Background: an optimization exercise with open tools, aiming at small area. Do not read the settings as production practice. In this exercise RTL edits were held to simulation tests only and were not proved equivalent to the original. The clock cells of runs 5 to 8 come from the design's own scripts or RTL, not from TritonCTS. The clock port is modelled as an ideal driver, which makes a skipped or thinned clock tree look cheaper than it is; a real chip needs a root buffer or a tree. No activity file was given, so power comes from the tool's default toggle rates.

## run.sh

```bash
#!/bin/bash
# synth_recipe.tcl (not shown) runs the flow's synth.tcl, then flattens the netlist and writes it again
# the make line also repeats each setting of config.mk as NAME=value (left out here)
make -C /OpenROAD-flow-scripts/flow DESIGN_CONFIG=/design/flow/config.mk WORK_HOME=/design/flow/orfs CLKGATE_MAP_FILE= SYNTH_SCRIPT=/design/flow/synth_recipe.tcl finish
```

## config.mk

```make
export PLATFORM = sky130hd
export DESIGN_NAME = top_module
export DESIGN_NICKNAME = top_module
export VERILOG_FILES = /design/flow/design.v
export SDC_FILE = /design/flow/constraint.sdc
export NUM_CORES = 4
export LEC_CHECK = 0
export ABC_AREA = 1
export CAP_MARGIN = 20
export CORE_MARGIN = 2
export CORE_UTILIZATION = 85
export SLEW_MARGIN = 20
```

## constraint.sdc

```tcl
create_clock -name core_clock -period 14.0 [get_ports {clk}]
set_input_delay 2.8000 -clock core_clock [delete_from_list [all_inputs] [get_ports {clk}]]
set_output_delay 2.8000 -clock core_clock [all_outputs]
set_load 0.01 [all_outputs]
```

## design.v

```verilog
module input_manager (
    input  logic       clk,
    input  logic       reset,
    input  logic [3:0] dip_switch,
    input  logic       input_ready,
    input  logic       freeze,           
    output logic [3:0] hundreds,
    output logic [3:0] tens,
    output logic [3:0] units,
    output logic       ready
);
    logic [1:0] pos;
    logic take;
    assign take = input_ready & ~freeze;
    always_ff @(posedge clk or posedge reset) begin
        if (reset) begin
            pos   <= 2'b00;
            ready <= 1'b0;
        end else if (input_ready) begin
            pos   <= {pos[0] & ~pos[1], ~pos[1]};
            if (pos[1]) ready <= 1'b1;
        end
    end
    always_ff @(posedge clk) begin
        if (take & ~pos[0])          hundreds <= dip_switch;
        if (take & pos[0] & ~pos[1]) tens     <= dip_switch;
        if (take & pos[1])           units    <= dip_switch;
    end
endmodule
module adder_submodule (
    input  logic [3:0] h1, t1, u1,
    input  logic [3:0] h2, t2, u2,
    input  logic [1:0] sel,
    output logic [3:0] digit
);
    function automatic logic [5:0] add3(input logic [3:0] a, input logic [3:0] b,
                                        input logic [1:0] c);
        logic [4:0] s;
        logic [5:0] r;
        logic       k;
        k = c[0];
        for (int i = 0; i < 4; i++) begin
            s[i] = a[i] ^ b[i] ^ k;
            k    = (a[i] & b[i]) | (k & (a[i] ^ b[i]));
        end
        s[4] = k;
        r[0] = s[0];
        k    = c[1];
        for (int i = 1; i < 5; i++) begin
            r[i] = s[i] ^ k;
            k    = s[i] & k;
        end
        r[5] = k;
        add3 = r;
    endfunction
    function automatic logic [1:0] dcarry(input logic [5:0] s);
        case (s)
            6'd0, 6'd1, 6'd2, 6'd3, 6'd4, 6'd5, 6'd6, 6'd7, 6'd8, 6'd9: dcarry = 2'd0;
            6'd10, 6'd11, 6'd12, 6'd13, 6'd14, 6'd15, 6'd16, 6'd17, 6'd18, 6'd19: dcarry = 2'd1;
            6'd20, 6'd21, 6'd22, 6'd23, 6'd24, 6'd25, 6'd26, 6'd27, 6'd28, 6'd29: dcarry = 2'd2;
            default: dcarry = 2'd3;
        endcase
    endfunction
    function automatic logic [3:0] dmod(input logic [5:0] s);
        case (s)
            6'd0, 6'd10, 6'd20, 6'd30: dmod = 4'd0;
            6'd1, 6'd11, 6'd21, 6'd31: dmod = 4'd1;
            6'd2, 6'd12, 6'd22, 6'd32: dmod = 4'd2;
            6'd3, 6'd13, 6'd23, 6'd33: dmod = 4'd3;
            6'd4, 6'd14, 6'd24: dmod = 4'd4;
            6'd5, 6'd15, 6'd25: dmod = 4'd5;
            6'd6, 6'd16, 6'd26: dmod = 4'd6;
            6'd7, 6'd17, 6'd27: dmod = 4'd7;
            6'd8, 6'd18, 6'd28: dmod = 4'd8;
            default: dmod = 4'd9;
        endcase
    endfunction
    logic [5:0] su, st, sh, s;
    assign su = add3(u1, u2, 2'd0);
    assign st = add3(t1, t2, dcarry(su));
    assign sh = add3(h1, h2, dcarry(st));
    always_comb begin
        case (sel)
            2'd0: s = su;
            2'd1: s = st;
            2'd2: s = sh;
            default: s = {4'b0000, dcarry(sh)};
        endcase
    end
    assign digit = dmod(s);
endmodule
module display_multiplexer (
    input  logic       clk,
    input  logic       reset,
    input  logic       load,             
    input  logic [3:0] digit,            
    output logic [1:0] next_display,
    output logic [6:0] segments,
    output logic [3:0] display_select
);
    localparam logic [13:0] START = 14'd2188;
    localparam logic [13:0] WRAP  = 14'd9286;
    localparam logic [13:0] WMASK = 14'b01101111111111;
    logic [13:0] refresh;
    logic [1:0]  current_display;
    logic [3:0]  shown;                  
    logic        wrap;
    assign wrap = ((refresh ^ WRAP) & WMASK) == 14'd0;
    assign next_display = {current_display[1] ^ (current_display[0] & wrap),
                           current_display[0] ^ wrap};
    always_ff @(posedge clk or posedge reset) begin
        if (reset) begin
            refresh         <= START;
            current_display <= 2'd0;
            shown           <= 4'd0;
        end else begin
            refresh         <= {refresh[12:0], refresh[13] ^ refresh[12] ^ wrap};
            current_display <= next_display;
            shown           <= load ? digit : 4'd0;
        end
    end
    always_comb begin
        case (current_display)
            2'd0: display_select = 4'b1110;
            2'd1: display_select = 4'b1101;
            2'd2: display_select = 4'b1011;
            default: display_select = 4'b0111;
        endcase
    end
    always_comb begin
        case (shown)
            4'd0: segments = 7'b1111110;
            4'd1: segments = 7'b0110000;
            4'd2: segments = 7'b1101101;
            4'd3: segments = 7'b1111001;
            4'd4: segments = 7'b0110011;
            4'd5: segments = 7'b1011011;
            4'd6: segments = 7'b1011111;
            4'd7: segments = 7'b1110000;
            4'd8: segments = 7'b1111111;
            4'd9: segments = 7'b1110011;
            default: segments = 7'bxxxxxxx;
        endcase
    end
endmodule
module top_module (
    input  logic       clk,
    input  logic       reset,
    input  logic [3:0] dip_switch,
    input  logic       input_ready1,
    input  logic       input_ready2,
    output logic [6:0] segments,
    output logic [3:0] display_select
);
    logic [3:0] h1, t1, u1, h2, t2, u2;
    logic       ready1, ready2;
    logic [1:0] state;                   
    logic [1:0] next_display;
    logic [3:0] digit;
    input_manager input_manager1 (
        .clk(clk), .reset(reset), .dip_switch(dip_switch),
        .input_ready(input_ready1), .freeze(state[1]),
        .hundreds(h1), .tens(t1), .units(u1), .ready(ready1)
    );
    input_manager input_manager2 (
        .clk(clk), .reset(reset), .dip_switch(dip_switch),
        .input_ready(input_ready2), .freeze(state[1]),
        .hundreds(h2), .tens(t2), .units(u2), .ready(ready2)
    );
    adder_submodule adder (
        .h1(h1), .t1(t1), .u1(u1), .h2(h2), .t2(t2), .u2(u2),
        .sel(next_display), .digit(digit)
    );
    display_multiplexer display (
        .clk(clk), .reset(reset), .load(state[0] | state[1]), .digit(digit),
        .next_display(next_display), .segments(segments),
        .display_select(display_select)
    );
    always_ff @(posedge clk or posedge reset) begin
        if (reset) state <= 2'b00;
        else       state <= {state[0] | state[1], ~state[1] & (state[0] | (ready1 & ready2))};
    end
endmodule
```

==> impl_metrics.tcl, run 1 <==
set metrics [dict create \
    synth_edf_count 24 \
    start_util_pct 89.88 \
    ys.flop_type "edfxtp_1" \
    die_h_microns 60.82 \
    fp-row-count 20 \
    synth_area_leaders "edfxtp_1 26%, dfrtp_1 22%, fa_1 8.0%" \
    yosysSeqAreaShare_pct 51.98 \
    syn_nets 292 \
    ys_ff_latch 52 \
    ys_types 33 \
    synth_warnings 4 \
    ioPinCount 19 \
    avgSynthCellArea_sq_um 10.72 \
    lastStage "3_3_place_gp" \
    synth_top_area_share_pct 26.27 \
    syn_inst 256 \
    synth_async_sr_flop_share_pct 53.85 \
    syn_area_sq_um 2744 \
    portBuffers 18 \
    yosys.area.top_type "edfxtp_1" \
    status "stopped before the end" \
    error "[ERROR GPL-0301] Utilization 100.747 % exceeds 100%." \
    fp.dieW_microns 60.82 \
]
-- kinds of logic after synthesis --
| kind of cell | synth area share [%] |
|---|---|
| XOR/XNOR | 0.6385 |
| AND/OR/NAND/NOR | 18.01 |
| buffers and inverters | 6.840 |
| AO/OA/AOI/OAI | 6.748 |
| flip-flops | 51.98 |
| adder cells (fa/ha/maj) | 15.78 |
-- cells in the mapped netlist, types with 2 or more instances --
master and n:
nor4_1 2, dfrtp_1 24, a21oi_1 9, a31oi_1 4, edfxtp_1 24, nor2_4 3, o21ai_0 6, or2_2 4
inv_1 48, nand2_1 32, nor2_1 12, o22ai_1 2, a211oi_1 3, nand4_1 2, nand2_2 5, fa_1 11
nand3_2 3, nand2_4 3, ha_1 17, nand3_1 20, dfstp_2 4, nor2_2 3, nor3_1 3, o211ai_1 3
==> run 2: changes to the inputs <==
--- a/config.mk
+++ b/config.mk
@@ -8,5 +8,5 @@
 export ABC_AREA = 1
 export CAP_MARGIN = 20
 export CORE_MARGIN = 2
-export CORE_UTILIZATION = 85
+export CORE_UTILIZATION = 60
 export SLEW_MARGIN = 20
==> impl_metrics.tcl, run 2 <==
set metrics [dict create \
    status "no timing/DRC/antenna violations" \
    irDropWorstVdd_v 0.00009053 \
    ant_nets 0 \
    grt_max_degree 29 \
    pwr-share-comb_pct 25.3 \
    gp_routability_congestion 0.8469 \
    slew_viol_final 0 \
    largest_register_ffs 14 \
    rsz0062_at_grt "false" \
    clkPwrFrac_pct 24.0 \
    drive_above_1_share_pct 12.81 \
    hold_slack_ns 0.3617 \
    regMostFlops "display.refresh" \
    cts_hold_buf 0 \
    slowest_delay_ns 0.55 \
    viasPerCell 5.276 \
    timing.final.ws_setup_ns 5.686 \
    dp_slack_ns 5.674 \
    finalSetupViolCount 0 \
    drc 0 \
    synth_top_area_share_pct 26.27 \
    fin_crit_ns 8.314 \
    crit_required_ns 14.18 \
    synth_warnings 4 \
    grt_use_total_pct 19.87 \
    internal_power_mw 0.2489 \
    post-dp-hpwl_microns 3460 \
    syn_inst 256 \
    path_class "register to register" \
    p_sw_share_pct 28.94 \
    seqPwrFrac_pct 50.7 \
    crit_top_cell "fa_1" \
    cts_tree "built" \
    drt-pass1-iter-count 4 \
    p_total_mw 0.3503 \
    ys_top_cells_by_count "48 x inv_1, 32 x nand2_1, 24 x dfrtp_1, 24 x edfxtp_1, 20 x nand3_1" \
    route.vias.total 1757 \
    ctsLongestPathBuffers 2 \
    syn_nets 292 \
    yosysSeqAreaShare_pct 51.98 \
    clockRootBuffer "clkbuf_8" \
    hold_violations 0 \
    ys_ff_latch 52 \
    p_per_area_nw_per_um2 113.8 \
    final_common_cell "inv_1" \
    die_h_microns 71.63 \
    clkTransAtPathRegs_ns 0.08 \
    cts_max_level 2 \
    clock_sinks 52 \
    relSlewSlack_pct 56.50 \
    fp-row-count 24 \
    worst_setup_path_start_kind "register" \
    diodes 0 \
    arrival_ns 8.50 \
    portBuffers 18 \
    fmax_mhz 120.3 \
    p_leak_nw 1.387 \
    synth_area_leaders "edfxtp_1 26%, dfrtp_1 22%, fa_1 8.0%" \
    tightest_slew_ns 0.6475 \
    cp_slowest_cell "fa_1" \
    numCtsBuffers 5 \
    yosys.area.top_type "edfxtp_1" \
    ys.flop_type "edfxtp_1" \
    final_cell_mix "47 x inv_1, 32 x nand2_1, 24 x dfrtp_1, 24 x edfxtp_1, 20 x nand3_1" \
    start_util_pct 62.59 \
    drtIter0Drc 74 \
    final_cell_area_sq_um 3078 \
    syn_area_sq_um 2744 \
    finalCritPeriodShare_pct 59.39 \
    synth_async_sr_flop_share_pct 53.85 \
    avgSynthCellArea_sq_um 10.72 \
    fin_cells 333 \
    setup.worst_path.end_class "register" \
    nNetsFinal 316 \
    fin_util_pct 70.21 \
    core_area_sq_um 4384 \
    wl_per_cell_microns 13.31 \
    antenna_found_initial 0 \
    fin_skew_ns 0.006687 \
    fp.dieW_microns 71.63 \
    grt_overflow 0 \
    ioPinCount 19 \
    drv_cap 0 \
    synth.most_common_cell "inv_1" \
    worst_skew_pair.late_latency_ns 0.30 \
    switching_power_mw 0.1014 \
    area_delta_synth_final_pct 12.18 \
    ys_types 33 \
    grt_pass1_wl_microns 7686 \
    fin_tns_setup_ns 0 \
    postCtsSetupBuffers 0 \
    crit_path_max_fanout 4 \
    wirelength_microns 4433 \
    first_global_vias 1703 \
    placed_area_sq_um 2985 \
    holdCritPathClass "register to register" \
    placedCellCount 325 \
    die_area_sq_um 5130 \
    cts.repair.resized 0 \
    synth_edf_count 24 \
]
==> run 2: cell counts after synthesis <==
No cell type changed its count.
==> run 2: power groups by stage <==
stage | clock network, mW | logic (mW) | registers (mW)
2_1_floorplan | 0 | 0.0602 | 0.178
3_3_place_gp | 0 | 0.0879 | 0.181
3_5_place_dp | 0 | 0.0884 | 0.181
4_1_cts | 0.0863 | 0.0892 | 0.177
5_1_grt | 0.0923 | 0.100 | 0.179
6_report | 0.0841 | 0.0888 | 0.177
==> run 2: logic make-up after synthesis <==
| family | after synthesis | share of synthesized area [%] |
|---|---|---|
| adders and majority gates | 28 | 15.78 |
| buffers and inverters | 50 | 6.840 |
| and+or+nand+nor | 94 | 18.01 |
| DFF | 52 | 51.98 |
| xor gates and xnor gates | 2 | 0.6385 |
| AOI/OAI and AO/OA | 30 | 6.748 |
==> run 2: worst max-delay path, delay by kind of cell (launching register included) <==
family                   cells  cell delay [ns]
buffers and inverters        3             0.19
adder cells (fa/ha/maj)     16             6.18
AND/OR/NAND/NOR              8             0.79
flip-flops                   1             0.39
AO/OA/AOI/OAI                5             0.69
==> run 2: layer usage <==
layer	up-vias	routed length (microns)	global-route usage [%]
met5	-	0	0
met4	0	95	7.338
met3	12	244	4.641
met2	55	1996	31.38
met1	795	2096	27.23
li1	895	-	-
==> run 2: path summary, 6_finish.rpt <==
check / start / to / slack (ns) / cells past startpoint
min reg2reg: display.refresh[10] / display.refresh[11] / 0.36 / 0
min in group asynchronous: reset / display.current_display[0] / 2.87 / 2
max in group asynchronous: reset / display.refresh[2] / 10.75 / 2
min: display.refresh[10] / display.refresh[11] / 0.36 / 0
max reg2reg: input_manager1.units[0] / display.shown[3] / 5.69 / 32
max: input_manager1.units[0] / display.shown[3] / 5.69 / 32
==> run 2: layout make-up <==
type / count / area (sq um)
Multi-Input combinational cell: 154 / 1130
Inverter: 49 / 183.9
Timing Repair Buffer: 18 / 180.2
Clock inverter: 2 / 10.01
Tap cell: 52 / 65.06
Fill cell: 327 / 1306
Sequential cell: 52 / 1426
Clock buffer: 6 / 82.58
==> run 3: changes to the inputs <==
--- a/design.v
+++ b/design.v
@@ -7,19 +7,15 @@
     output logic [3:0] hundreds,
     output logic [3:0] tens,
     output logic [3:0] units,
-    output logic       ready
+    output logic       done              
 );
     logic [1:0] pos;
     logic take;
     assign take = input_ready & ~freeze;
+    assign done = input_ready & pos[1];
     always_ff @(posedge clk or posedge reset) begin
-        if (reset) begin
-            pos   <= 2'b00;
-            ready <= 1'b0;
-        end else if (input_ready) begin
-            pos   <= {pos[0] & ~pos[1], ~pos[1]};
-            if (pos[1]) ready <= 1'b1;
-        end
+        if (reset)            pos <= 2'b00;
+        else if (input_ready) pos <= {pos[0] & ~pos[1], ~pos[1]};
     end
     always_ff @(posedge clk) begin
         if (take & ~pos[0])          hundreds <= dip_switch;
@@ -153,31 +149,41 @@
     output logic [3:0] display_select
 );
     logic [3:0] h1, t1, u1, h2, t2, u2;
-    logic       ready1, ready2;
-    logic [1:0] state;                   
+    logic       done1, done2;
+    logic       ready1, ready2, add;
+    logic       freeze, load;
     logic [1:0] next_display;
     logic [3:0] digit;
     input_manager input_manager1 (
         .clk(clk), .reset(reset), .dip_switch(dip_switch),
-        .input_ready(input_ready1), .freeze(state[1]),
-        .hundreds(h1), .tens(t1), .units(u1), .ready(ready1)
+        .input_ready(input_ready1), .freeze(freeze),
+        .hundreds(h1), .tens(t1), .units(u1), .done(done1)
     );
     input_manager input_manager2 (
         .clk(clk), .reset(reset), .dip_switch(dip_switch),
-        .input_ready(input_ready2), .freeze(state[1]),
-        .hundreds(h2), .tens(t2), .units(u2), .ready(ready2)
+        .input_ready(input_ready2), .freeze(freeze),
+        .hundreds(h2), .tens(t2), .units(u2), .done(done2)
     );
     adder_submodule adder (
         .h1(h1), .t1(t1), .u1(u1), .h2(h2), .t2(t2), .u2(u2),
         .sel(next_display), .digit(digit)
     );
     display_multiplexer display (
-        .clk(clk), .reset(reset), .load(state[0] | state[1]), .digit(digit),
+        .clk(clk), .reset(reset), .load(load), .digit(digit),
         .next_display(next_display), .segments(segments),
         .display_select(display_select)
     );
+    assign load   = add;               
+    assign freeze = add & ~ready1;     
     always_ff @(posedge clk or posedge reset) begin
-        if (reset) state <= 2'b00;
-        else       state <= {state[0] | state[1], ~state[1] & (state[0] | (ready1 & ready2))};
+        if (reset) begin
+            ready1 <= 1'b0;
+            ready2 <= 1'b0;
+            add    <= 1'b0;
+        end else begin
+            ready1 <= ~add & (ready1 | done1);
+            ready2 <= add ? (ready1 & ready2) : (ready2 | done2);
+            add    <= add | (ready1 & ready2);
+        end
     end
 endmodule
==> flow/run.sh (new file) <==
#!/bin/bash
# Standard synthesis, then the combinational logic re-mapped with a stronger
# ABC script (registers untouched), then the standard layout.
set -euo pipefail
W=$PWD
R=$W/orfs/results/$FLOW_PLATFORM/top_module/base
YOSYS=$FLOW_HOME/../tools/install/yosys/bin/yosys
[[ -x $YOSYS ]] || YOSYS=yosys

bash standard.sh synth > $W/synth.log 2>&1

cp $R/1_2_yosys.v $W/std_1_2_yosys.v
export REOPT_LIB=$FLOW_HOME/platforms/$FLOW_PLATFORM/lib/sky130_fd_sc_hd__tt_025C_1v80.lib
export REOPT_IN=$W/std_1_2_yosys.v
export REOPT_OUT=$W/reopt_1_2_yosys.v
export REOPT_TOP=$FLOW_TOP
export REOPT_DIR=$W
export REOPT_SCRIPT=$W/flow/reopt.abc
export REOPT_DONT_USE="$(grep -o -- '-dont_use [A-Za-z0-9_]*' $W/orfs/logs/$FLOW_PLATFORM/top_module/base/1_2_yosys.log | awk '{print $2}' | sort -u | tr '\n' ' ')"
$YOSYS -c $W/flow/reopt.tcl > $W/reopt.log 2>&1

cp $REOPT_OUT $R/1_2_yosys.v
rm -f $R/1_synth.odb $R/1_synth.sdc
# extra make variables for the layout, one per line
EXTRA=()
[[ -f $W/flow/make.args ]] && mapfile -t EXTRA < <(grep -v '^#' $W/flow/make.args | grep -v '^$')
bash standard.sh finish "${EXTRA[@]}" > $W/layout.log 2>&1
==> flow/make.args (new file) <==
# port buffers: the smallest buffer
BUFFER_PORTS_ARGS=-buffer_cell sky130_fd_sc_hd__buf_1
# clock tree: clkbuf_8 only, no dummy loads
CTS_ARGS=-sink_clustering_enable -repair_clock_nets -dont_use_dummy_load -buf_list sky130_fd_sc_hd__clkbuf_8 -root_buf sky130_fd_sc_hd__clkbuf_8
==> flow/reopt.abc (new file) <==
strash
&get -n
&deepsyn -J 20 -T 300
&put
&get -n
&dch -f
&nf -R 1000
&put
topo
==> flow/reopt.tcl (new file) <==
# Re-map the combinational logic of the standard synthesis netlist with a
# stronger ABC script.  Flip-flops (and tie cells) are kept as they are:
# same instances, names and cell types.
set lib $::env(REOPT_LIB)
yosys read_liberty -ignore_miss_func $lib
yosys blackbox sky130_fd_sc_hd__df* sky130_fd_sc_hd__edf* sky130_fd_sc_hd__sdf* sky130_fd_sc_hd__sedf* sky130_fd_sc_hd__dl* sky130_fd_sc_hd__conb*
yosys read_verilog $::env(REOPT_IN)
yosys hierarchy -top $::env(REOPT_TOP)
yosys flatten
yosys rename -hide w:_*_.*
yosys opt_clean -purge
yosys tee -o $::env(REOPT_DIR)/reopt_before.stat stat -liberty $lib
set du {}
foreach c [split $::env(REOPT_DONT_USE)] { if {$c ne ""} { lappend du -dont_use $c } }
yosys abc -liberty $lib -script $::env(REOPT_SCRIPT) {*}$du
yosys setundef -zero
yosys splitnets
yosys opt_clean -purge
yosys hilomap -singleton -hicell sky130_fd_sc_hd__conb_1 HI -locell sky130_fd_sc_hd__conb_1 LO
yosys insbuf -buf sky130_fd_sc_hd__buf_4 A X
yosys tee -o $::env(REOPT_DIR)/reopt_after.stat stat -liberty $lib
yosys read_liberty -lib -ignore_redef $lib
yosys hierarchy -top $::env(REOPT_TOP)
yosys check -assert
yosys write_verilog -noattr -nohex -nodec $::env(REOPT_OUT)
==> standard.sh (new file) <==
#!/bin/bash
# synth_recipe.tcl (not shown) runs the flow's synth.tcl, then flattens the netlist and writes it again
# the make line also repeats each setting of config.mk as NAME=value (left out here)
make -C /OpenROAD-flow-scripts/flow DESIGN_CONFIG=/design/flow/config.mk WORK_HOME=/design/flow/orfs CLKGATE_MAP_FILE= SYNTH_SCRIPT=/design/flow/synth_recipe.tcl "${@:-finish}"
removed: run.sh
==> impl_metrics.tcl, run 3 <==
set metrics [dict create \
    hold_violations 0 \
    irDropWorstVdd_v 0.00008965 \
    grt_use_total_pct 21.95 \
    postCtsSetupBuffers 0 \
    syn_nets 232 \
    p_sw_share_pct 31.11 \
    rsz0062_at_grt "false" \
    setup.worst_path.end_class "register" \
    met3_wirelength_microns 225 \
    slew_viol_final 0 \
    cts_hold_buf 0 \
    crit_required_ns 14.23 \
    grt_max_degree 28 \
    gp_routability_congestion 0.9433 \
    core_area_sq_um 3943 \
    largest_register_ffs 14 \
    clock_sinks 51 \
    drive_above_1_share_pct 3.644 \
    wl_per_cell_microns 14.52 \
    clkTransAtPathRegs_ns 0.09 \
    seqPwrFrac_pct 52.5 \
    first_global_vias 1678 \
    cp_slowest_cell "o21ai_0" \
    seqCellArea_sq_um 1401 \
    fin_tns_setup_ns 0 \
    arrival_ns 6.71 \
    nNetsFinal 257 \
    fin_util_pct 66.33 \
    fin_crit_ns 6.475 \
    top_layer_used "met4" \
    cts.repair.resized 0 \
    ant_nets 0 \
    die_area_sq_um 4550 \
    wl_met2_microns 2179 \
    area_delta_synth_final_pct 8.234 \
    crit_path_max_fanout 5 \
    worst_setup_path_start_kind "register" \
    relSlewSlack_pct 39.39 \
    diodes 0 \
    final_cell_mix "28 x nand2_1, 25 x nor2_1, 24 x edfxtp_1, 23 x dfrtp_1, 18 x buf_1" \
    drc 0 \
    cts_max_level 2 \
    fmax_mhz 154.5 \
    nFillCells 327 \
    tightest_slew_ns 0.9036 \
    avgSynthCellArea_sq_um 10.79 \
    grt_pass1_wl_microns 7162 \
    fin_skew_ns 0.02006 \
    wirelength_microns 4313 \
    crit_top_cell "nor2_1" \
    hold_slack_ns 0.3742 \
    die_h_microns 67.46 \
    fp.dieW_microns 67.46 \
    numCtsBuffers 5 \
    start_util_pct 61.28 \
    fp-row-count 23 \
    finalSetupViolCount 0 \
    multi_input_area_sq_um 988.4 \
    worst_skew_pair.late_latency_ns 0.30 \
    ioPinCount 19 \
    slowest_delay_ns 0.51 \
    holdCritPathClass "register to register" \
    status "no timing/DRC/antenna violations" \
    p_per_area_nw_per_um2 134.3 \
    route.vias.total 1689 \
    switching_power_mw 0.1093 \
    post-dp-hpwl_microns 3338 \
    viasPerCell 5.687 \
    p_leak_nw 0.9860 \
    portBuffers 18 \
    final_common_cell "nand2_1" \
    drtIter0Drc 104 \
    synth_warnings 4 \
    clockRootBuffer "clkbuf_8" \
    pwr-share-comb_pct 26.7 \
    drv_cap 0 \
    regMostFlops "display.refresh" \
    drt-pass1-iter-count 4 \
    antenna_found_initial 0 \
    syn_inst 224 \
    path_class "register to register" \
    syn_area_sq_um 2416 \
    finalCritPeriodShare_pct 46.25 \
    cts_tree "built" \
    internal_power_mw 0.2420 \
    ctsLongestPathBuffers 2 \
    m1WireLength_microns 1803 \
    grt_overflow 0 \
    clkPwrFrac_pct 20.9 \
]
## run 3: changes by cell type in the layout (fill, tap and decap cells not counted), sizes merged, moves of 7 or more
cell,previous run,this run
xor2,1,10
nand3,23,1
ha,17,0
nand2,40,28
inv,49,0
nand2b,0,7
nor2,18,25
fa,11,0
clkdlybuf4s50,18,0
buf,0,18
xnor2,1,14
## run 3: metal layers
metal / GRT usage [%] / up-vias
li1: - / 837
met1: 24.27 / 801
met2: 39.23 / 43
met3: 5.667 / 8
met4: 10.46 / 0
met5: 0 / -
## run 3: power by group through the flow
stage          Clock, mW  Sequential (mW)  Combinational (mW)
3_5_place_dp           0            0.187              0.0932
4_1_cts           0.0750            0.184              0.0936
3_3_place_gp           0            0.186              0.0889
6_report          0.0733            0.184              0.0937
5_1_grt           0.0792            0.187               0.106
2_1_floorplan          0            0.184              0.0718
## run 3: cell type report
cell class | instances | share of cell area, %
Sequential cell | 51 | 53.59
Inverter | 7 | 1.005
Tap cell | 50 | 2.392
Timing Repair Buffer | 18 | 2.584
Multi-Input combinational cell | 166 | 37.80
Clock buffer | 5 | 2.632
## run 3: path summary, 6_finish.rpt
kind / from / to / slack, ns / cells after the start
max: input_manager1.units[1] / display.shown[1] / 7.53 / 29
min: display.refresh[2] / display.refresh[3] / 0.37 / 0
max reg2reg: input_manager1.units[1] / display.shown[1] / 7.53 / 29
min reg2reg: display.refresh[2] / display.refresh[3] / 0.37 / 0
max in group asynchronous: reset / display.refresh[0] / 11.03 / 2
min in group asynchronous: reset / display.refresh[13] / 2.54 / 2
## run 3: stage by stage
stage	std cells	area, sq um	power, mW	setup slack (ns)
global placement	292	2546	0.2750	7.921
floorplan	224	2416	0.2556	8.295
CTS	297	2615	0.3531	7.588
detailed placement	292	2546	0.2806	7.629
finish	297	2615	0.3513	7.525
global route	297	2615	0.3715	6.929
## run 3: worst max-delay path, delay by kind of cell, from the launching register on
family / cells / cell delay, ns
flip-flops: 1 / 0.43
adder cells (fa/ha/maj): 3 / 1.23
AO/OA/AOI/OAI: 15 / 3.13
AND/OR/NAND/NOR: 10 / 1.25
XOR/XNOR: 1 / 0.37
==> run 4: changes to the inputs <==
--- a/flow/run.sh
+++ b/flow/run.sh
@@ -16,11 +16,18 @@
 export REOPT_TOP=$FLOW_TOP
 export REOPT_DIR=$W
 export REOPT_SCRIPT=$W/flow/reopt.abc
+export REOPT_FA=-fa
+export REOPT_ADDER_MAP=$FLOW_HOME/platforms/$FLOW_PLATFORM/cells_adders_hd.v
 export REOPT_DONT_USE="$(grep -o -- '-dont_use [A-Za-z0-9_]*' $W/orfs/logs/$FLOW_PLATFORM/top_module/base/1_2_yosys.log | awk '{print $2}' | sort -u | tr '\n' ' ')"
-$YOSYS -c $W/flow/reopt.tcl > $W/reopt.log 2>&1
+$YOSYS -c $W/flow/reopt.tcl > $W/reopt.log 2>&1 || true
 
-cp $REOPT_OUT $R/1_2_yosys.v
-rm -f $R/1_synth.odb $R/1_synth.sdc
+# Use the re-mapped netlist only if it is proven equivalent to the standard one.
+sed -e "s|@LIB@|$REOPT_LIB|" -e "s|@GOLD@|$REOPT_IN|" -e "s|@GATE@|$REOPT_OUT|" -e "s|@TOP@|$FLOW_TOP|g" \
+    $W/flow/equiv.ys.in > $W/equiv.ys
+if $YOSYS -s $W/equiv.ys > $W/equiv.log 2>&1; then
+  cp $REOPT_OUT $R/1_2_yosys.v
+  rm -f $R/1_synth.odb $R/1_synth.sdc
+fi
 # extra make variables for the layout, one per line
 EXTRA=()
 [[ -f $W/flow/make.args ]] && mapfile -t EXTRA < <(grep -v '^#' $W/flow/make.args | grep -v '^$')
==> flow/equiv.ys.in (new file) <==
read_liberty -ignore_miss_func @LIB@
read_verilog @GOLD@
rename @TOP@ gold
read_verilog @GATE@
rename @TOP@ gate
hierarchy -check
flatten gold gate
opt_clean
async2sync
rename -hide w:_*
opt_clean
equiv_make gold gate equiv
hierarchy -top equiv
equiv_simple
equiv_status -assert
--- a/flow/reopt.tcl
+++ b/flow/reopt.tcl
@@ -1,6 +1,7 @@
 # Re-map the combinational logic of the standard synthesis netlist with a
 # stronger ABC script.  Flip-flops (and tie cells) are kept as they are:
-# same instances, names and cell types.
+# same instances, names and cell types.  Full adders are extracted first and
+# mapped to the full-adder cell, which ABC cannot use itself.
 set lib $::env(REOPT_LIB)
 yosys read_liberty -ignore_miss_func $lib
 yosys blackbox sky130_fd_sc_hd__df* sky130_fd_sc_hd__edf* sky130_fd_sc_hd__sdf* sky130_fd_sc_hd__sedf* sky130_fd_sc_hd__dl* sky130_fd_sc_hd__conb*
@@ -9,6 +10,12 @@
 yosys flatten
 yosys rename -hide w:_*_.*
 yosys opt_clean -purge
+yosys techmap
+yosys opt -fast
+yosys extract_fa $::env(REOPT_FA)
+yosys techmap -map $::env(REOPT_ADDER_MAP)
+yosys techmap
+yosys opt -fast -purge
 yosys tee -o $::env(REOPT_DIR)/reopt_before.stat stat -liberty $lib
 set du {}
 foreach c [split $::env(REOPT_DONT_USE)] { if {$c ne ""} { lappend du -dont_use $c } }
==> impl_metrics.tcl, run 4 <==
set metrics [dict create \
    min_from "display.refresh[10]" \
    die_h_microns 66.42 \
    synth_warnings 4 \
    path_class "register to register" \
    finalCritPeriodShare_pct 55.47 \
    grt_overflow 0 \
    fmax_mhz 128.8 \
    seqCellArea_sq_um 1401 \
    final_cell_mix "24 x edfxtp_1, 23 x dfrtp_1, 21 x clkinv_1, 18 x buf_1, 16 x nor2_1" \
    grt_use_total_pct 20.79 \
    die_area_sq_um 4411 \
    ant_nets 0 \
    drtIter0Drc 134 \
    ioPinCount 19 \
    drv_cap 0 \
    r2r_slack_ns 6.23 \
    grt_max_degree 28 \
    final_cell_area_sq_um 2534 \
    diodes 0 \
    ctsLongestPathBuffers 2 \
    hold_slack_ns 0.3642 \
    holdCritPathClass "register to register" \
    hold_violations 0 \
    relSlewSlack_pct 39.78 \
    cts_hold_buf 0 \
    post-dp-hpwl_microns 3045 \
    clkTransAtPathRegs_ns 0.09 \
    syn_area_sq_um 2337 \
    wirelength_microns 3818 \
    fin_util_pct 68.18 \
    timing.final.ws_setup_ns 6.234 \
    fin_skew_ns 0.01925 \
    tightest_slew_ns 0.8978 \
    crit_buf_inv 1 \
    start_util_pct 62.90 \
    crit_top_cell "fa_1" \
    reg2reg_to "display.shown[1]" \
    clockRootBuffer "clkbuf_8" \
    rsz0062_at_grt "false" \
    cts_max_level 2 \
    irDropWorstVdd_v 0.0001049 \
    hold_end "display.refresh[11]" \
    arrival_ns 7.99 \
    finalSetupViolCount 0 \
    fin_tns_setup_ns 0 \
    syn_nets 213 \
    multi_input_area_sq_um 857.1 \
    final_common_cell "edfxtp_1" \
    core_area_sq_um 3716 \
    fp-row-count 22 \
    cp_slowest_cell "fa_1" \
    route.vias.total 1501 \
    fin_cells 265 \
    path_delay_family "adder cells" \
    wl_per_cell_microns 14.41 \
    crit_required_ns 14.22 \
    cts_tree "built" \
    avgSynthCellArea_sq_um 12.05 \
    p_leak_nw 0.9429 \
    antenna_found_initial 0 \
    slew_viol_final 0 \
    p_per_area_nw_per_um2 137.8 \
    drive_above_1_share_pct 4.147 \
    nFillCells 289 \
    placed_area_sq_um 2465 \
    drt-pass1-iter-count 4 \
    first_global_vias 1524 \
    regMostFlops "display.refresh" \
    rr_worst_depth 25 \
    grt_pass1_wl_microns 6686 \
    worstHoldPathCells 0 \
    nNetsFinal 238 \
    portBuffers 18 \
    postCtsSetupBuffers 0 \
    worst_skew_pair.late_latency_ns 0.29 \
    largest_register_ffs 14 \
    syn_inst 194 \
    clock_sinks 51 \
    fin_crit_ns 7.766 \
    area_delta_synth_final_pct 8.405 \
    placedCellCount 260 \
    dp_slack_ns 6.243 \
    slowest_delay_ns 0.56 \
    cts.repair.resized 0 \
    p_total_mw 0.3492 \
    viasPerCell 5.664 \
    worst_setup_path_start_kind "register" \
    setup.worst_path.end_class "register" \
    r2r-start "input_manager2.units[0]" \
    gp_routability_congestion 0.9017 \
    numCtsBuffers 5 \
    status "no timing/DRC/antenna violations" \
    fp.dieW_microns 66.42 \
    drc 0 \
    crit_path_max_fanout 5 \
]
[run 4: how the worst max path moves through the flow]
stage,startpoint,end,depth (start not counted)
after floorplan,input_manager2.units[0],display.shown[1],24
after global placement,input_manager2.units[0],display.shown[1],24
after detailed placement,input_manager2.units[0],display.shown[1],25
after CTS,input_manager2.units[0],display.shown[1],25
after global routing,input_manager2.units[0],display.shown[1],26
final,input_manager2.units[0],display.shown[1],25
[run 4: worst register-to-register path: cells and delay by family (launching register included)]
kind | cells | cell delay (ns)
adders and majority gates | 11 | 4.98
DFF | 1 | 0.39
AOI/OAI and AO/OA | 5 | 0.72
buffers and inverters | 1 | 0.07
and+or+nand+nor | 8 | 1.54
[run 4: power by group]
group / switching [mW] / internal [mW]
registers: 0.0113 / 0.173
logic: 0.0563 / 0.0373
clock network: 0.0394 / 0.0322
total: 0.107 / 0.242
[run 4: layout make-up]
cell class / count / area share [%]
Inverter: 21 / 3.111
Tap cell: 48 / 2.370
Timing Repair Buffer: 18 / 2.667
Multi-Input combinational cell: 122 / 33.83
Sequential cell: 51 / 55.31
Clock buffer: 5 / 2.716
[run 4: metal layers]
metal	vias to the layer above	track usage (%)	wire (microns)
met3	7	4.259	160
met2	44	33.88	1868
met5	-	0	0
li1	725	-	-
met1	725	28.23	1731
met4	0	6.633	59
==> run 5: changes to the inputs <==
--- a/flow/run.sh
+++ b/flow/run.sh
@@ -31,4 +31,6 @@
 # extra make variables for the layout, one per line
 EXTRA=()
 [[ -f $W/flow/make.args ]] && mapfile -t EXTRA < <(grep -v '^#' $W/flow/make.args | grep -v '^$')
+# clock distribution: one buffer (flow/pre_cts.tcl)
+EXTRA+=("PRE_CTS_TCL=$W/flow/pre_cts.tcl" "ROOT_CLK_PORT=clk")
 bash standard.sh finish "${EXTRA[@]}" > $W/layout.log 2>&1
==> flow/make.args (replaced) <==
# port buffers: the smallest buffer
BUFFER_PORTS_ARGS=-buffer_cell sky130_fd_sc_hd__buf_1
ROOT_CLK_NBUF=4
ROOT_CLK_BUF=sky130_fd_sc_hd__clkbuf_4
==> flow/pre_cts.tcl (new file) <==
# Clock distribution for a small design: the clock port drives a few clock
# buffers directly (ROOT_CLK_NBUF of them), each placed at the centre of a
# balanced cluster of nearby flip-flops and driving that cluster.  This replaces the
# H-tree that clock_tree_synthesis would build; every register is one buffer
# from the clock port.
set nbuf $::env(ROOT_CLK_NBUF)
set block [ord::get_db_block]
set db [ord::get_db]
set clk_net [[$block findBTerm $::env(ROOT_CLK_PORT)] getNet]
set master [$db findMaster $::env(ROOT_CLK_BUF)]
$clk_net setSigType CLOCK

# sinks and their locations (pin centres)
set sinks {}
foreach it [$clk_net getITerms] {
  set bb [[$it getInst] getBBox]
  lappend sinks [list $it [expr {([$bb xMin] + [$bb xMax]) / 2.0}] [expr {([$bb yMin] + [$bb yMax]) / 2.0}]]
}

# balanced clusters by recursive bisection: split the larger coordinate span
# at the median (sizes in proportion to the buffers each side gets)
proc bisect {sinks nbuf} {
  if {$nbuf <= 1} { return [list $sinks] }
  set xs [lmap s $sinks {lindex $s 1}]
  set ys [lmap s $sinks {lindex $s 2}]
  set spanx [expr {[tcl::mathfunc::max {*}$xs] - [tcl::mathfunc::min {*}$xs]}]
  set spany [expr {[tcl::mathfunc::max {*}$ys] - [tcl::mathfunc::min {*}$ys]}]
  set idx [expr {$spanx >= $spany ? 1 : 2}]
  set sorted [lsort -real -index $idx $sinks]
  set nl [expr {$nbuf / 2}]
  set cut [expr {int(round([llength $sorted] * double($nl) / $nbuf))}]
  return [concat [bisect [lrange $sorted 0 [expr {$cut - 1}]] $nl] \
                 [bisect [lrange $sorted $cut end] [expr {$nbuf - $nl}]]]
}
set groups [bisect $sinks $nbuf]
set cx {}
set cy {}
foreach g $groups {
  set sx 0.0; set sy 0.0
  foreach s $g { set sx [expr {$sx + [lindex $s 1]}]; set sy [expr {$sy + [lindex $s 2]}] }
  lappend cx [expr {$sx / [llength $g]}]
  lappend cy [expr {$sy / [llength $g]}]
}

for {set k 0} {$k < $nbuf} {incr k} {
  set members [lmap s [lindex $groups $k] {lindex $s 0}]
  if {[llength $members] == 0} { continue }
  set buf [odb::dbInst_create $block $master clkbuf_leaf_$k]
  set net [odb::dbNet_create $block clknet_leaf_$k]
  $net setSigType CLOCK
  foreach it $members { $it disconnect; $it connect $net }
  [$buf findITerm A] connect $clk_net
  [$buf findITerm X] connect $net
  $buf setLocation [expr {int([lindex $cx $k])}] [expr {int([lindex $cy $k])}]
  $buf setPlacementStatus PLACED
  puts "pre_cts: clkbuf_leaf_$k ($::env(ROOT_CLK_BUF)) drives [llength $members] clock sinks"
}

# The clock is buffered; make the tree builder a no-op for this run.
rename clock_tree_synthesis orfs_clock_tree_synthesis
proc clock_tree_synthesis {args} {
  puts "clock_tree_synthesis skipped: clock already buffered"
}
==> impl_metrics.tcl, run 5 <==
set metrics [dict create \
    diodes 0 \
    arrival_ns 7.93 \
    drc 0 \
    fin_crit_ns 7.807 \
    regMostFlops "display.refresh" \
    worst_skew_pair.late_latency_ns 0.18 \
    r2r_slack_ns 6.19 \
    grt_use_total_pct 19.75 \
    ioPinCount 19 \
    die_h_microns 66.42 \
    viasPerCell 5.708 \
    antenna_found_initial 0 \
    crit_path_max_fanout 5 \
    worst_setup_path_start_kind "register" \
    post-dp-hpwl_microns 3045 \
    drive_above_1_share_pct 3.704 \
    rsz0062_at_grt "false" \
    path_class "register to register" \
    relSlewSlack_pct 39.61 \
    start_util_pct 62.90 \
    clkTransAtPathRegs_ns 0.12 \
    drtIter0Drc 132 \
    slew_viol_final 0 \
    final_cell_area_sq_um 2495 \
    holdCritPathClass "register to register" \
    cts.repair.resized 0 \
    fp-row-count 22 \
    postCtsSetupBuffers 0 \
    r2r-start "input_manager2.units[0]" \
    grt_max_degree 28 \
    worstHoldPathCells 0 \
    tightest_slew_ns 0.9003 \
    crit_top_cell "fa_1" \
    slowest_delay_ns 0.57 \
    status "no timing/DRC/antenna violations" \
    first_global_vias 1512 \
    final_common_cell "edfxtp_1" \
    final_cell_mix "24 x edfxtp_1, 23 x dfrtp_1, 21 x clkinv_1, 18 x buf_1, 16 x nor2_1" \
    drv_cap 0 \
    syn_area_sq_um 2337 \
    gp_routability_congestion 0.9017 \
    area_delta_synth_final_pct 6.745 \
    largest_register_ffs 14 \
    min_from "display.refresh[10]" \
    cts_hold_buf 0 \
    fin_skew_ns 0.01144 \
    synth_warnings 4 \
    syn_inst 194 \
    crit_required_ns 14.13 \
    core_area_sq_um 3716 \
    rr_worst_depth 24 \
    finalCritPeriodShare_pct 55.77 \
    hold_end "display.refresh[11]" \
    grt_overflow 0 \
    crit_chain "and2_0, fa_1, fa_1, fa_1, nor2b_1, o211ai_1, o21a_1, fa_1, fa_1, fa_1, fa_1, nor3_1, a31oi_1, fa_1, fa_1, clkinv_1, fa_1, fa_1, and3_1, o311ai_0, and2_0, nand3_1, o211ai_1, and2_0" \
    fp.dieW_microns 66.42 \
    setup.worst_path.end_class "register" \
    grt_pass1_wl_microns 6706 \
    p_leak_nw 0.9253 \
    cp_slowest_cell "fa_1" \
    fmax_mhz 128.1 \
    finalSetupViolCount 0 \
    drt-pass1-iter-count 4 \
    hold_violations 0 \
    avgSynthCellArea_sq_um 12.05 \
    ant_nets 0 \
    p_per_area_nw_per_um2 130.3 \
    irDropWorstVdd_v 0.00009014 \
    syn_nets 213 \
    wl_per_cell_microns 14.60 \
    wirelength_microns 3855 \
    die_area_sq_um 4411 \
    p_total_mw 0.3251 \
    reg2reg_to "display.shown[1]" \
    portBuffers 18 \
    nNetsFinal 237 \
    fin_tns_setup_ns 0 \
    placed_area_sq_um 2465 \
    route.vias.total 1507 \
]
[run 5: layer usage]
layer	GRT usage, %	share of wire [%]	up-vias
met2	34.13	48	50
met3	1.704	4.8	8
met1	28.23	46	721
li1	-	-	728
met4	2.806	1.8	0
met5	0	0	-
[run 5: power breakdown]
part           total, mW  internal (mW)  switching [mW]
Sequential         0.184          0.172          0.0113
Combinational     0.0942         0.0374          0.0568
Clock             0.0471         0.0138          0.0333
Total              0.325          0.224           0.101
[run 5: metrics by stage]
stage	setup slack (ns)	std cells	hold WS, ns	util, %
6_report	6.193	264	0.3707	67.14
3_3_place_gp	6.428	260	0.3455	66.33
5_1_grt	5.916	264	0.3835	67.14
4_1_cts	6.254	264	0.3477	67.14
2_1_floorplan	6.723	194	0.3330	-
3_5_place_dp	6.243	260	0.3494	66.33
[run 5: how the worst max path moves through the flow]
stage                                 start                to  cells past startpoint  slack, ns
CTS                 input_manager2.units[0]  display.shown[1]                     25       6.25
global route        input_manager2.units[0]  display.shown[1]                     26       5.92
global placement    input_manager2.units[0]  display.shown[1]                     24       6.43
detailed placement  input_manager2.units[0]  display.shown[1]                     25       6.24
finish              input_manager2.units[0]  display.shown[1]                     24       6.19
floorplan           input_manager2.units[0]  display.shown[1]                     24       6.72
[run 5: critical path, delay by kind of cell (launching register included)]
family          cells  cell delay (ns)
compound gates      5             0.92
flops               1             0.41
simple gates        7             1.36
fa+ha+maj          11             4.99
buf+inv             1             0.07
[run 5: cell type report]
cell class | instances | area, sq um
flip-flops and latches | 51 | 1401
fillers | 292 | 1221
plain buffers | 4 | 30.03
well taps | 48 | 60.06
repair buffers | 18 | 67.56
inverters | 21 | 78.83
multi-input cells | 122 | 857.1
==> run 6: changes to the inputs <==
==> flow/make.args (replaced) <==
# port buffers: the smallest buffer
BUFFER_PORTS_ARGS=-buffer_cell sky130_fd_sc_hd__buf_1
# clock: the port drives 3 clkbuf_8, each driving a balanced cluster of flip-flops
ROOT_CLK_NBUF=3
ROOT_CLK_BUF=sky130_fd_sc_hd__clkbuf_8
==> impl_metrics.tcl, run 6 <==
set metrics [dict create \
    die_area_sq_um 4411 \
    core_area_sq_um 3716 \
    grtUsageMet2_pct 35.13 \
    crit_required_ns 14.09 \
    ant_nets 0 \
    rr_worst_depth 25 \
    fp.dieW_microns 66.42 \
    irDropWorstVdd_v 0.00008159 \
    path_delay_family "adder cells" \
    crit_top_cell "fa_1" \
    holdCritPathClass "register to register" \
    area_delta_synth_final_pct 7.227 \
    syn_nets 213 \
    endpoint "display.shown[1]" \
    status "no timing/DRC/antenna violations" \
    seqCellArea_sq_um 1401 \
    fin_cells 263 \
    syn_inst 194 \
    viasPerCell 5.715 \
    nNetsFinal 236 \
    avgSynthCellArea_sq_um 12.05 \
    grt_overflow 0 \
    drt-pass1-iter-count 4 \
    hold_violations 0 \
    post-dp-hpwl_microns 3045 \
    finalSetupViolCount 0 \
    route.vias.total 1503 \
    drc 0 \
    worst_setup_path_start_kind "register" \
    relSlewSlack_pct 39.35 \
    tightest_slew_ns 0.9042 \
    placedCellCount 260 \
    timing.final.ws_setup_ns 6.231 \
    ioPinCount 19 \
    fin_crit_ns 7.769 \
    grt-busiest-layer "met2" \
    setup.worst_path.end_class "register" \
    fmax_mhz 128.7 \
    antenna_found_initial 0 \
    drv_cap 0 \
    multi_input_area_sq_um 857.1 \
    cts.repair.resized 0 \
    crit_buf_inv 1 \
    reg2reg_to "display.shown[1]" \
    clkTransAtPathRegs_ns 0.09 \
    fp-row-count 22 \
    diodes 0 \
    dp_slack_ns 6.243 \
    crit_path_max_fanout 5 \
    postCtsSetupBuffers 0 \
    arrival_ns 7.86 \
    drtIter0Drc 104 \
    synth_warnings 4 \
    wirelength_microns 3929 \
    r2r-start "input_manager2.units[0]" \
    grtUsageMet3_pct 1.533 \
    r2r_slack_ns 6.23 \
    worst_skew_pair.late_latency_ns 0.16 \
    p_total_mw 0.3334 \
    first_global_vias 1532 \
    rsz0062_at_grt "false" \
    syn_area_sq_um 2337 \
    portBuffers 18 \
    start_util_pct 62.90 \
    cp-startpoint "input_manager2.units[0]" \
    finalCritPeriodShare_pct 55.49 \
    gp_routability_congestion 0.9017 \
    p_leak_nw 0.9285 \
    path_class "register to register" \
    p_per_area_nw_per_um2 133.0 \
    final_common_cell "edfxtp_1" \
    grt_pass1_wl_microns 6796 \
    drive_above_1_share_pct 3.256 \
    fin_tns_setup_ns 0 \
    slowest_delay_ns 0.56 \
    regMostFlops "display.refresh" \
    met1_usage_pct 28.11 \
    grt_max_degree 28 \
    cts_hold_buf 0 \
    fin_skew_ns 0.01294 \
    worstHoldPathCells 0 \
    grt_use_total_pct 20.04 \
    final_cell_mix "24 x edfxtp_1, 23 x dfrtp_1, 21 x clkinv_1, 18 x buf_1, 16 x nor2_1" \
    die_h_microns 66.42 \
    largest_register_ffs 14 \
    cp.depth 25 \
    nFillCells 286 \
    slew_viol_final 0 \
    wl_per_cell_microns 14.94 \
    cp_slowest_cell "fa_1" \
]
==> run 6: how the worst min path moves through the flow <==
stage,from,end,slack (ns)
3_5_place_dp,display.refresh[10],display.refresh[11],0.35
5_1_grt,display.refresh[10],display.refresh[11],0.38
4_1_cts,display.refresh[10],display.refresh[11],0.35
2_1_floorplan,display.refresh[10],display.refresh[11],0.33
3_3_place_gp,display.refresh[10],display.refresh[11],0.35
6_report,display.refresh[10],display.refresh[11],0.37
==> run 6: per-stage QoR <==
step	util, %	area, sq um	hold WS (ns)
floorplan	-	2337	0.3330
detailed placement	66.33	2465	0.3494
global route	67.44	2506	0.3788
CTS	67.44	2506	0.3477
global placement	66.33	2465	0.3455
finish	67.44	2506	0.3667
==> run 6: power by group <==
part | internal, mW | switching, mW | total [mW]
Clock | 0.0199 | 0.0352 | 0.0551
Combinational | 0.0374 | 0.0571 | 0.0944
Sequential | 0.173 | 0.0113 | 0.184
Total | 0.230 | 0.104 | 0.333
==> run 6: metal layers <==
metal	wire, microns	share of wire [%]
met1	1799	46
met2	1899	48
met3	160	4.1
met4	70	1.8
met5	0	0
==> run 6: final cells by class <==
cell class                 instances  share of cell area, %
inverter                          21                  3.145
multi-input combinational        122                  34.20
sequential                        51                  55.92
timing repair buffer              18                  2.696
buffer                             3                  1.648
tap                               48                  2.396
==> run 7: changes to the inputs <==
==> flow/run.sh (replaced) <==
#!/bin/bash
# Standard synthesis; then its combinational logic re-mapped with a stronger
# ABC script (flip-flops untouched, full adders mapped to the full-adder cell,
# result proven equivalent); then the standard layout, with the smallest
# port buffers and a clock distributed by a few buffers (flow/pre_cts.tcl).
# Each tool's output goes to a log file here.
set -euo pipefail
W=$PWD
R=$W/orfs/results/$FLOW_PLATFORM/top_module/base
YOSYS=$FLOW_HOME/../tools/install/yosys/bin/yosys
[[ -x $YOSYS ]] || YOSYS=yosys

bash standard.sh synth > $W/synth.log 2>&1

cp $R/1_2_yosys.v $W/std_1_2_yosys.v
export REOPT_LIB=$FLOW_HOME/platforms/$FLOW_PLATFORM/lib/sky130_fd_sc_hd__tt_025C_1v80.lib
export REOPT_IN=$W/std_1_2_yosys.v
export REOPT_TOP=$FLOW_TOP
export REOPT_FA=-fa
export REOPT_ADDER_MAP=$FLOW_HOME/platforms/$FLOW_PLATFORM/cells_adders_hd.v
export REOPT_DONT_USE="$(grep -o -- '-dont_use [A-Za-z0-9_]*' $W/orfs/logs/$FLOW_PLATFORM/top_module/base/1_2_yosys.log | awk '{print $2}' | sort -u | tr '\n' ' ')"

# ABC's search depends on its random seed: map with several seeds (in
# parallel) and keep the smallest netlist that is proven equivalent to the
# standard one.
SEEDS="1 2 3 4 5 6 7 8"
for s in $SEEDS; do
  mkdir -p $W/reopt_$s
  sed "s/@SEED@/$s/" $W/flow/reopt.abc.in > $W/reopt_$s/reopt.abc
  ( export REOPT_DIR=$W/reopt_$s REOPT_OUT=$W/reopt_$s/netlist.v REOPT_SCRIPT=$W/reopt_$s/reopt.abc
    $YOSYS -c $W/flow/reopt.tcl > $W/reopt_$s/reopt.log 2>&1 || true ) &
  while (( $(jobs -rp | wc -l) >= ${NUM_CORES:-4} )); do sleep 0.2; done
done
wait
BEST=""
BEST_AREA=""
for s in $SEEDS; do
  A=$(grep -i 'chip area' $W/reopt_$s/reopt_after.stat 2>/dev/null | awk '{print $NF}' || true)
  [[ -n $A && -f $W/reopt_$s/netlist.v ]] || continue
  sed -e "s|@LIB@|$REOPT_LIB|" -e "s|@GOLD@|$REOPT_IN|" -e "s|@GATE@|$W/reopt_$s/netlist.v|" -e "s|@TOP@|$FLOW_TOP|g" \
      $W/flow/equiv.ys.in > $W/reopt_$s/equiv.ys
  $YOSYS -s $W/reopt_$s/equiv.ys > $W/reopt_$s/equiv.log 2>&1 || continue
  echo "seed $s: area $A, equivalent" >> $W/reopt_summary.log
  if [[ -z $BEST ]] || awk "BEGIN{exit !($A < $BEST_AREA)}"; then BEST=$s; BEST_AREA=$A; fi
done
echo "chosen seed: ${BEST:-none} ($BEST_AREA)" >> $W/reopt_summary.log
if [[ -n $BEST ]]; then
  cp $W/reopt_$BEST/netlist.v $R/1_2_yosys.v
  rm -f $R/1_synth.odb $R/1_synth.sdc
fi

# extra make variables for the layout, one per line
EXTRA=()
[[ -f $W/flow/make.args ]] && mapfile -t EXTRA < <(grep -v '^#' $W/flow/make.args | grep -v '^$')
# clock distribution: a few buffers driven by the clock port (flow/pre_cts.tcl)
EXTRA+=("PRE_CTS_TCL=$W/flow/pre_cts.tcl" "ROOT_CLK_PORT=clk")
bash standard.sh finish "${EXTRA[@]}" > $W/layout.log 2>&1
==> flow/reopt.abc.in (new file) <==
strash
&get -n
&deepsyn -J 50 -S @SEED@ -T 300
&put
&get -n
&dch -f
&nf -R 1000
&put
topo
removed: flow/reopt.abc
==> impl_metrics.tcl, run 7 <==
set metrics [dict create \
    fin_util_pct 67.27 \
    p_leak_nw 0.9301 \
    status "no timing/DRC/antenna violations" \
    tightest_slew_ns 0.9097 \
    hold_violations 0 \
    nFillCells 295 \
    post-dp-hpwl_microns 2946 \
    portBuffers 18 \
    worst_setup_path_start_kind "register" \
    drtIter0Drc 97 \
    drv_cap 0 \
    fp-row-count 22 \
    p_total_mw 0.3552 \
    avgSynthCellArea_sq_um 12.64 \
    area_delta_synth_final_pct 7.305 \
    final_cell_mix "24 x edfxtp_1, 23 x dfrtp_1, 18 x clkinv_1, 18 x buf_1" \
    grt_max_degree 28 \
    crit_required_ns 14.05 \
    ioPinCount 19 \
    wirelength_microns 3734 \
    postCtsSetupBuffers 0 \
    slew_viol_final 0 \
    arrival_ns 7.65 \
    fin_skew_ns 0.007155 \
    p_per_area_nw_per_um2 143.1 \
    setup.worst_path.end_class "register" \
    crit_path_max_fanout 5 \
    die_h_microns 66.08 \
    syn_area_sq_um 2312 \
    drt-pass1-iter-count 4 \
    worst_skew_pair.late_latency_ns 0.16 \
    core_area_sq_um 3689 \
    diodes 0 \
    cts.repair.resized 0 \
    fin_tns_setup_ns 0 \
    antenna_found_initial 0 \
    grt_overflow 0 \
    seqCellArea_sq_um 1401 \
    finalCritPeriodShare_pct 54.30 \
    holdCritPathClass "register to register" \
    fp.dieW_microns 66.08 \
    final_common_cell "edfxtp_1" \
    grt_pass1_wl_microns 6203 \
    irDropWorstVdd_v 0.00009232 \
    wl_per_cell_microns 14.82 \
    cts_hold_buf 0 \
    viasPerCell 5.718 \
    rsz0062_at_grt "false" \
    drc 0 \
    ant_nets 0 \
    nNetsFinal 225 \
    grt_use_total_pct 18.16 \
    route.vias.total 1441 \
    fmax_mhz 131.6 \
    regMostFlops "display.refresh" \
    fin_crit_ns 7.601 \
    gp_routability_congestion 0.9610 \
    start_util_pct 62.69 \
    first_global_vias 1399 \
    syn_nets 202 \
    drive_above_1_share_pct 3.431 \
    syn_inst 183 \
    multi_input_area_sq_um 843.3 \
    relSlewSlack_pct 38.98 \
    finalSetupViolCount 0 \
    synth_warnings 4 \
    path_class "register to register" \
    largest_register_ffs 14 \
    die_area_sq_um 4367 \
    clkTransAtPathRegs_ns 0.10 \
]
## run 7: cell types whose count changed in the layout (fill, tap and decap cells not counted), sizes merged, moves of 2 or more
cell	change
nor2	-5
nand2	-3
a211oi	+3
clkinv	-3
and3	-2
and2	-2
nor2b	+2
nand3	-3
a31oi	+2
o21ai	-4
a21o	+3
## run 7: worst max-delay path: stages (launching register included)
cell and delay [ns]:
edfxtp_1 0.41, and2_0 0.20, fa_1 0.46, fa_1 0.47
fa_1 0.62, o211ai_1 0.10, o21a_1 0.15, fa_1 0.45
fa_1 0.46, fa_1 0.46, fa_1 0.59, and3_1 0.20
a21oi_1 0.10, fa_1 0.45, fa_1 0.42, clkinv_1 0.07
fa_1 0.19, fa_1 0.47, o311ai_0 0.52, o211ai_1 0.19
nor2_1 0.16, nor2_1 0.06, o31a_1 0.27
## run 7: layout make-up
type | instances | share of cell area, %
tap | 48 | 2.421
inverter | 18 | 2.723
timing repair buffer | 18 | 2.723
buffer | 3 | 1.664
multi-input combinational | 114 | 33.99
sequential | 51 | 56.48
## run 7: path summary, 6_finish.rpt
kind	startpoint	to	slack, ns	cells after the start
worst max register to register	input_manager2.units[0]	display.shown[1]	6.40	22
worst max-delay path	input_manager2.units[0]	display.shown[1]	6.40	22
max in group asynchronous	reset	input_manager2.pos[0]	10.89	2
worst min register to register	display.refresh[10]	display.refresh[11]	0.37	0
min in group asynchronous	reset	display.shown[1]	2.69	2
worst min-delay path	display.refresh[10]	display.refresh[11]	0.37	0
## run 7: where the power goes
group / switching [mW] / internal (mW)
clock: 0.0339 / 0.0199
sequential: 0.0141 / 0.176
combinational: 0.0667 / 0.0448
## run 7: per-layer routing
layer	up-vias	routed length (microns)	track usage (%)
met5	-	0	0
met4	0	70	3.316
met3	8	138	1.022
met2	26	1930	32.50
met1	709	1594	25.00
li1	698	-	-
## run 7: per-stage QoR
stage / std cells / area, sq um / setup WS (ns) / hold slack [ns]
finish: 252 / 2481 / 6.399 / 0.3690
global route: 252 / 2481 / 5.930 / 0.3758
CTS: 252 / 2481 / 6.392 / 0.3522
detailed placement: 249 / 2440 / 6.397 / 0.3561
global placement: 249 / 2440 / 6.620 / 0.3430
floorplan: 183 / 2312 / 6.826 / 0.3330
==> run 8: changes to the inputs <==
--- a/design.v
+++ b/design.v
@@ -10,6 +10,10 @@
     output logic       done              
 );
     logic [1:0] pos;
+    localparam logic [3:0] HUNDREDS_INV = 4'b0011;
+    localparam logic [3:0] TENS_INV     = 4'b1111;
+    localparam logic [3:0] UNITS_INV    = 4'b0001;
+    logic [3:0] hundreds_q, tens_q, units_q;
     logic take;
     assign take = input_ready & ~freeze;
     assign done = input_ready & pos[1];
@@ -18,10 +22,13 @@
         else if (input_ready) pos <= {pos[0] & ~pos[1], ~pos[1]};
     end
     always_ff @(posedge clk) begin
-        if (take & ~pos[0])          hundreds <= dip_switch;
-        if (take & pos[0] & ~pos[1]) tens     <= dip_switch;
-        if (take & pos[1])           units    <= dip_switch;
+        if (take & ~pos[0])          hundreds_q <= dip_switch ^ HUNDREDS_INV;
+        if (take & pos[0] & ~pos[1]) tens_q     <= dip_switch ^ TENS_INV;
+        if (take & pos[1])           units_q    <= dip_switch ^ UNITS_INV;
     end
+    assign hundreds = hundreds_q ^ HUNDREDS_INV;
+    assign tens     = tens_q ^ TENS_INV;
+    assign units    = units_q ^ UNITS_INV;
 endmodule
 module adder_submodule (
     input  logic [3:0] h1, t1, u1,
==> impl_metrics.tcl, run 8 <==
set metrics [dict create \
    met3_wirelength_microns 128 \
    crit_top_cell "fa_1" \
    rsz0062_at_grt "false" \
    p_total_mw 0.3582 \
    start_util_pct 62.30 \
    finalCritPeriodShare_pct 55.17 \
    status "no timing/DRC/antenna violations" \
    seqPwrFrac_pct 53.3 \
    rr_worst_depth 26 \
    switching_power_mw 0.1158 \
    fmax_mhz 129.5 \
    worst_setup_path_start_kind "register" \
    viasPerCell 5.753 \
    p_sw_share_pct 32.32 \
    hold_slack_ns 0.3615 \
    r2r-start "input_manager1.units_q[0]" \
    min_from "display.refresh[10]" \
    syn_area_sq_um 2281 \
    pwr-share-comb_pct 31.7 \
    cp-startpoint "input_manager1.units_q[0]" \
    irDropWorstVdd_v 0.0001163 \
    area_delta_synth_final_pct 7.405 \
    grt_max_degree 28 \
    wl_per_cell_microns 15.41 \
    finalSetupViolCount 0 \
    hold_violations 0 \
    core_area_sq_um 3661 \
    worst_skew_pair.late_latency_ns 0.16 \
    first_global_vias 1369 \
    drc 0 \
    ioPinCount 19 \
    top_layer_used "met4" \
    final_cell_mix "24 x edfxtp_1, 23 x dfrtp_1, 18 x buf_1, 16 x nand2_1" \
    die_h_microns 65.66 \
    post-dp-hpwl_microns 2948 \
    cts_hold_buf 0 \
    largest_register_ffs 14 \
    internal_power_mw 0.2424 \
    cts.repair.resized 0 \
    tightest_slew_ns 0.9140 \
    diodes 0 \
    avgSynthCellArea_sq_um 12.81 \
    fin_skew_ns 0.008916 \
    final_common_cell "edfxtp_1" \
    clkPwrFrac_pct 15.0 \
    syn_nets 197 \
    route.vias.total 1421 \
    postCtsSetupBuffers 0 \
    final_cell_area_sq_um 2450 \
    wl_met2_microns 1905 \
    antenna_found_initial 0 \
    slew_viol_final 0 \
    setup.worst_path.end_class "register" \
    nNetsFinal 220 \
    synth_warnings 4 \
    syn_inst 178 \
    drtIter0Drc 86 \
    p_leak_nw 0.9245 \
    placed_area_sq_um 2409 \
    relSlewSlack_pct 38.69 \
    fp.dieW_microns 65.66 \
    gp_routability_congestion 0.8954 \
    die_area_sq_um 4311 \
    p_per_area_nw_per_um2 146.2 \
    regMostFlops "display.refresh" \
    grt_pass1_wl_microns 6244 \
    grt_overflow 0 \
    drt-pass1-iter-count 4 \
    fp-row-count 22 \
    clkTransAtPathRegs_ns 0.10 \
    worstHoldPathCells 0 \
    wirelength_microns 3807 \
    portBuffers 18 \
    ant_nets 0 \
    crit_path_max_fanout 4 \
    drive_above_1_share_pct 3.518 \
    arrival_ns 7.78 \
    drv_cap 0 \
    fin_crit_ns 7.723 \
    crit_required_ns 14.06 \
    fin_tns_setup_ns 0 \
    grt_use_total_pct 18.75 \
    path_class "register to register" \
    m1WireLength_microns 1713 \
    cp_slowest_cell "fa_1" \
    slowest_delay_ns 0.64 \
    holdCritPathClass "register to register" \
]
## run 8: area by class of cell
| type | count | area [sq um] |
|---|---|---|
| buffer | 3 | 41.29 |
| fill | 268 | 1211 |
| inverter | 10 | 37.54 |
| multi-input combinational | 117 | 842.1 |
| sequential | 51 | 1401 |
| tap | 48 | 60.06 |
| timing repair buffer | 18 | 67.56 |
## run 8: through the flow
stage          std cells  setup slack, ns  utilization [%]
6_report             247            6.277            66.92
5_1_grt              247            5.927            66.92
4_1_cts              247            6.286            66.92
3_5_place_dp         244            6.327            65.79
3_3_place_gp         244            6.463            65.79
2_1_floorplan        178            6.748                -
## run 8: routing by layer
metal  track usage (%)  vias to the layer above
li1                  -                      678
met1             27.38                      705
met5                 0                        -
met3             1.027                        6
met4             2.604                        0
met2             32.32                       32
## run 8: power by group through the flow
stage | Sequential (mW) | Combinational (mW) | Clock [mW]
2_1_floorplan | 0.190 | 0.0874 | 0
3_3_place_gp | 0.192 | 0.108 | 0
3_5_place_dp | 0.194 | 0.113 | 0
4_1_cts | 0.194 | 0.113 | 0.0414
5_1_grt | 0.194 | 0.127 | 0.0595
6_report | 0.191 | 0.114 | 0.0538
## run 8: critical path, delay by kind of cell (launching register included)
kind,cells,cell delay [ns]
xor gates and xnor gates,1,0.09
adders and majority gates,11,4.94
DFF,1,0.35
and+or+nand+nor,7,1.10
AOI/OAI and AO/OA,5,0.78
muxes,1,0.27
buffers and inverters,1,0.07
## run 8: path summary, 6_finish.rpt
check                                         to  slack (ns)
setup / recovery                display.shown[1]        6.28
hold / removal               display.refresh[11]        0.36
setup reg to reg                display.shown[1]        6.28
hold reg to reg              display.refresh[11]        0.36
max in group asynchronous  input_manager1.pos[1]       10.88
min in group asynchronous       display.shown[1]        2.69

## separate check: timing with driven ports
No port has a modelled driver above. Below, the same layouts with a new extraction and two added sets of constraints. Step 1: set_driving_cell puts a clkbuf_16 on clk and a buf_2 on each other input, an assumption about the parent block. Step 2, shift: input delay + t, output delay - t, t = (earliest + latest rising clock arrival at the registers) / 2. This alone moves slack from input paths to output paths. a / b / c = ideal / step 1 / step 2; a / b = the first two.
| run | t, ns | slack for setup (ns) | hold slack, ns | latest minus earliest clock arrival (ns) | worst register clock-pin slew, ns |
|---|---|---|---|---|---|
| run 2 | 0.323 | 5.686 / 5.686 / 5.686 | 0.362 / 0.362 / 0.362 | 0.008 / 0.008 | 0.09 / 0.09 |
| run 3 | 0.323 | 7.525 / 7.525 / 7.525 | 0.374 / 0.374 / 0.374 | 0.020 / 0.020 | 0.09 / 0.09 |
| run 4 | 0.307 | 6.234 / 6.234 / 6.234 | 0.364 / 0.364 / 0.364 | 0.020 / 0.019 | 0.09 / 0.09 |
| run 5 | 0.216 | 6.193 / 6.193 / 6.193 | 0.371 / 0.371 / 0.371 | 0.012 / 0.011 | 0.12 / 0.12 |
| run 6 | 0.203 | 6.231 / 6.231 / 6.231 | 0.367 / 0.367 / 0.367 | 0.013 / 0.014 | 0.11 / 0.11 |
| run 7 | 0.198 | 6.399 / 6.399 / 6.399 | 0.369 / 0.369 / 0.369 | 0.008 / 0.007 | 0.10 / 0.10 |
| run 8 | 0.199 | 6.277 / 6.277 / 6.277 | 0.362 / 0.362 / 0.362 | 0.009 / 0.009 | 0.10 / 0.10 |
After both steps setup and hold are still met in every run listed.
